Source: an optimization exercise on an open RTL-to-GDS flow (aim: small area). Production flows keep margins and buffers that such runs may drop. The RTL was checked by simulation tests, not by an equivalence proof against the original design. Power is estimated from default activity; no workload was simulated.

==> inputs of build 10 <==
// rgb2YCbCr
module rgb2YCbCr #(
parameter pix_per_clock = 4,
parameter data_width    = 8
)
(
input wire clk_in,
input wire reset,
input wire [(data_width*pix_per_clock*3)-1:0] rdata,
input wire rlast,
output reg rready,
input wire ruser,
input wire rvalid,
output reg [(data_width*pix_per_clock*3)-1:0] tdata,
output reg tlast,
input wire tready,
output reg tuser,
output reg tvalid
);
==> flow/config.mk <==
export PLATFORM = sky130hd
export DESIGN_NAME = rgb2YCbCr
export DESIGN_NICKNAME = rgb2YCbCr
export VERILOG_FILES = /design/flow/design.v
export SDC_FILE = /design/flow/constraint.sdc
export NUM_CORES = 4
export LEC_CHECK = 0
export CAP_MARGIN = 20
export CORE_MARGIN = 2
export CORE_UTILIZATION = 75
export SLEW_MARGIN = 20
export SYNTH_HIERARCHICAL = 1
export SYNTH_MINIMUM_KEEP_SIZE = 0
==> flow/constraint.sdc <==
create_clock -name core_clock -period 5.0 [get_ports {clk_in}]
set_input_delay 1.0000 -clock core_clock [delete_from_list [all_inputs] [get_ports {clk_in}]]
set_output_delay 1.0000 -clock core_clock [all_outputs]
set_load 0.01 [all_outputs]
standard.sh (not shown) runs the stock make flow with config.mk's settings and CLKGATE_MAP_FILE= SYNTH_SCRIPT=/design/flow/synth_recipe.tcl, a recipe that flattens the netlist after the stock synthesis.
==> flow/flow/run.sh <==
#!/bin/bash
# Standard layout (the standard.sh, unchanged synthesis and floorplan) with two
# knobs passed through the environment:
#  - ports are buffered with the smallest buffer (buf_1) instead of the default choice;
#  - clock tree synthesis uses clkbuf_8 on clusters of up to 20 sinks and adds no dummy loads.
set -euo pipefail
cd "$(dirname "$0")/.."
export BUFFER_PORTS_ARGS="-buffer_cell sky130_fd_sc_hd__buf_1"
export CTS_ARGS="-sink_clustering_enable -repair_clock_nets -dont_use_dummy_load -sink_clustering_size 12 -sink_clustering_max_diameter 45 -buf_list sky130_fd_sc_hd__clkbuf_4"
bash standard.sh > standard.log 2>&1
==> build 35 (differences from build 10) <==
==> flow/run.sh (new file) <==
#!/bin/bash
# synth_recipe.tcl (not shown) runs the flow's synth.tcl, then flattens the netlist and writes it again
# the make line also repeats each setting of config.mk as NAME=value (left out here)
make -C /OpenROAD-flow-scripts/flow DESIGN_CONFIG=/design/flow/config.mk WORK_HOME=/design/flow/orfs CLKGATE_MAP_FILE= SYNTH_SCRIPT=/design/flow/synth_recipe.tcl finish
CORE_UTILIZATION = 40   (was 75)
removed: flow/flow/run.sh
removed: flow/standard.sh
==> trial 96 (differences from build 10) <==
==> flow/flow/run.sh (replaced) <==
#!/bin/bash
# Standard layout (the standard.sh, unchanged synthesis and floorplan) with two
# knobs passed through the environment:
#  - ports are buffered with the smallest buffer (buf_1) instead of the default choice;
#  - clock tree synthesis clusters more sinks per buffer and adds no dummy loads.
set -euo pipefail
cd "$(dirname "$0")/.."
export BUFFER_PORTS_ARGS="-buffer_cell sky130_fd_sc_hd__buf_1"
export CTS_ARGS="-sink_clustering_enable -repair_clock_nets -dont_use_dummy_load -sink_clustering_size 20 -sink_clustering_max_diameter 60 -buf_list sky130_fd_sc_hd__clkbuf_8"
bash standard.sh > standard.log 2>&1
CORE_UTILIZATION = 60   (was 75)
==> summary.md <==
| Metric | Value |
|---|---|
| Insertion delay of the later-clocked pin in the worst-skew pair | 0.61 ns |
| Hold-critical path endpoint | pix_d2[86] |
| Transition time at the pin with the least slew margin | 0.381 ns |
| Starting DRC count in detailed routing | 230 |
| Switching Share | 37.6% |
| Portion of total power attributed to the clock network | 11.2% |
| Initial core utilization | 60.7% |
| Result of the run | timing/DRC/antenna clean |
| Drt wl/cell | 15.9 um |
| Pwr Density | 621 nW/um2 |
| Final worst clock skew | 0.0581 ns |
| Cts bufs inserted | 29 |
| Horizontal die dimension | 182 um |
| Internal power consumption | 0.00791 W |
| Area added between synthesis and finish | 6.82% |
| Root buf cell | sky130_fd_sc_hd__clkbuf_8 |
| Minimum clock period | 4.84 ns |
| RSZ-0062 raised after global routing | no |
(the above is from trial 96)
==> summary.md <==
| Metric | Value |
|---|---|
| Result of the run | timing/DRC/antenna clean |
| Drt wl/cell | 17.2 um |
| Root buf cell | sky130_fd_sc_hd__clkbuf_4 |
| Area added between synthesis and finish | 5.86% |
| Transition time at the pin with the least slew margin | 0.355 ns |
| Cts bufs inserted | 42 |
| Insertion delay of the later-clocked pin in the worst-skew pair | 0.65 ns |
| Internal power consumption | 0.00785 W |
| Pwr Density | 629 nW/um2 |
| Starting DRC count in detailed routing | 329 |
| Portion of total power attributed to the clock network | 10.0% |
| Initial core utilization | 76.1% |
| Final worst clock skew | 0.0540 ns |
(the above is from build 10)
==> summary.md <==
| Metric | Value |
|---|---|
| Final worst clock skew | 0.0108 ns |
| Drt wl/cell | 15.2 um |
| Hold-critical path endpoint | pix_d2[66] |
| Pwr Density | 661 nW/um2 |
| Switching Share | 34.2% |
| Minimum clock period | 4.86 ns |
| Horizontal die dimension | 223 um |
| Insertion delay of the later-clocked pin in the worst-skew pair | 0.54 ns |
| Area added between synthesis and finish | 20.3% |
| Initial core utilization | 40.3% |
| Portion of total power attributed to the clock network | 21.1% |
| Root buf cell | sky130_fd_sc_hd__clkbuf_16 |
| Transition time at the pin with the least slew margin | 0.372 ns |
| Result of the run | timing/DRC/antenna clean |
| Starting DRC count in detailed routing | 209 |
(the above is from build 35)

========
==> exp/lagoon <==
Another version of the RTL of rgb2YCbCr (not shown whole).
==> flow/config.mk <==
export PLATFORM = sky130hd
export DESIGN_NAME = rgb2YCbCr
export DESIGN_NICKNAME = rgb2YCbCr
export VERILOG_FILES = /design/flow/design.v
export SDC_FILE = /design/flow/constraint.sdc
export NUM_CORES = 4
export LEC_CHECK = 0
export CAP_MARGIN = 20
export CORE_MARGIN = 2
export CORE_UTILIZATION = 75
export GPL_ROUTABILITY_DRIVEN = 0
export SLEW_MARGIN = 20
export SYNTH_HIERARCHICAL = 1
export SYNTH_MINIMUM_KEEP_SIZE = 0
==> flow/constraint.sdc <==
create_clock -name core_clock -period 5.0 [get_ports {clk_in}]
set_input_delay 1.0000 -clock core_clock [delete_from_list [all_inputs] [get_ports {clk_in}]]
set_output_delay 1.0000 -clock core_clock [all_outputs]
set_load 0.01 [all_outputs]
==> flow/flow/run.sh <==
#!/bin/bash
# Standard layout (the standard.sh, unchanged synthesis and floorplan) with two
# knobs passed through the environment:
#  - ports are buffered with the smallest buffer (buf_1) instead of the default choice;
#  - clock tree synthesis uses clkbuf_4 on clusters of up to 10 sinks and adds no dummy loads.
set -euo pipefail
cd "$(dirname "$0")/.."
export BUFFER_PORTS_ARGS="-buffer_cell sky130_fd_sc_hd__buf_1"
export CTS_ARGS="-sink_clustering_enable -repair_clock_nets -dont_use_dummy_load -sink_clustering_size 10 -sink_clustering_max_diameter 40 -buf_list sky130_fd_sc_hd__clkbuf_4"
bash standard.sh > standard.log 2>&1
==> exp/fjord (differences from exp/lagoon) <==
--- a/flow/config.mk
+++ b/flow/config.mk
@@ -8,6 +8,5 @@
 export CAP_MARGIN = 20
 export CORE_MARGIN = 2
-export CORE_UTILIZATION = 75
-export GPL_ROUTABILITY_DRIVEN = 0
+export CORE_UTILIZATION = 85
 export SLEW_MARGIN = 20
 export SYNTH_HIERARCHICAL = 1
==> summary.txt <==
item                                                                            exp/lagoon                   exp/fjord
Antenna cell count                                                                       2                           4
Placement row count                                                                     58                          54
Worst Path Required                                                                5560 ps                     5580 ps
Slack of the worst reg-to-reg path                                                  170 ps                     -190 ps
Reported clock group power                                                         1370 uW                     1480 uW
Final critical delay including setup and external delays                           4830 ps                     5190 ps
Run status                                                         complete, no violations  complete, but fails checks
Reasons for failing layout checks                                                        -                setup timing
Sw Pwr                                                                             4830 uW                     6020 uW
Leak pwr                                                                        0.00842 uW                  0.00843 uW
Number of antenna violations at the first check in global routing                        2                           3
Routed length per placed instance                                                  17.3 um                     28.9 um
PostCTS Resize Cnt                                                                       0                          27
Global routing met3 resource utilization                                            0.0410                      0.0907
Capture point of the critical path                                               tdata[31]                   tdata[55]
Setup ws final                                                                      174 ps                     -189 ps
Final wirelength                                                                   31.1 mm                     50.5 mm
Combinational power                                                                6950 uW                     8460 uW

==> afterwards: timing with drivers on the ports <==
How much do the figures lean on ideal ports? The routed layouts below were timed once more, with nothing changed but the port constraints.
Step 1 assumes that a clkbuf_16 drives the clock port and a buf_2 every other input.
Step 2 times the ports against the registers' clock, not the clock port: input delays grow and output delays shrink by t, the midpoint of the rising clock arrivals with the driver on.
a / b / c = no drivers / after step 1 / after step 2; a / b = the first two.
run | t, ns | setup WS [ns] | slew at the worst register clock pin (ns)
build 10 | 0.663 | 0.122 / 0.122 / 0.122 | 0.12 / 0.12
build 35 | 0.593 | 0.141 / 0.141 / 0.141 | 0.06 / 0.06
trial 96 | 0.645 | 0.160 / 0.160 / 0.160 | 0.11 / 0.11
exp/lagoon | 0.716 | 0.174 / 0.174 / 0.174 | 0.11 / 0.11
exp/fjord | 0.716 | -0.189 / -0.189 / -0.189 | 0.12 / 0.12
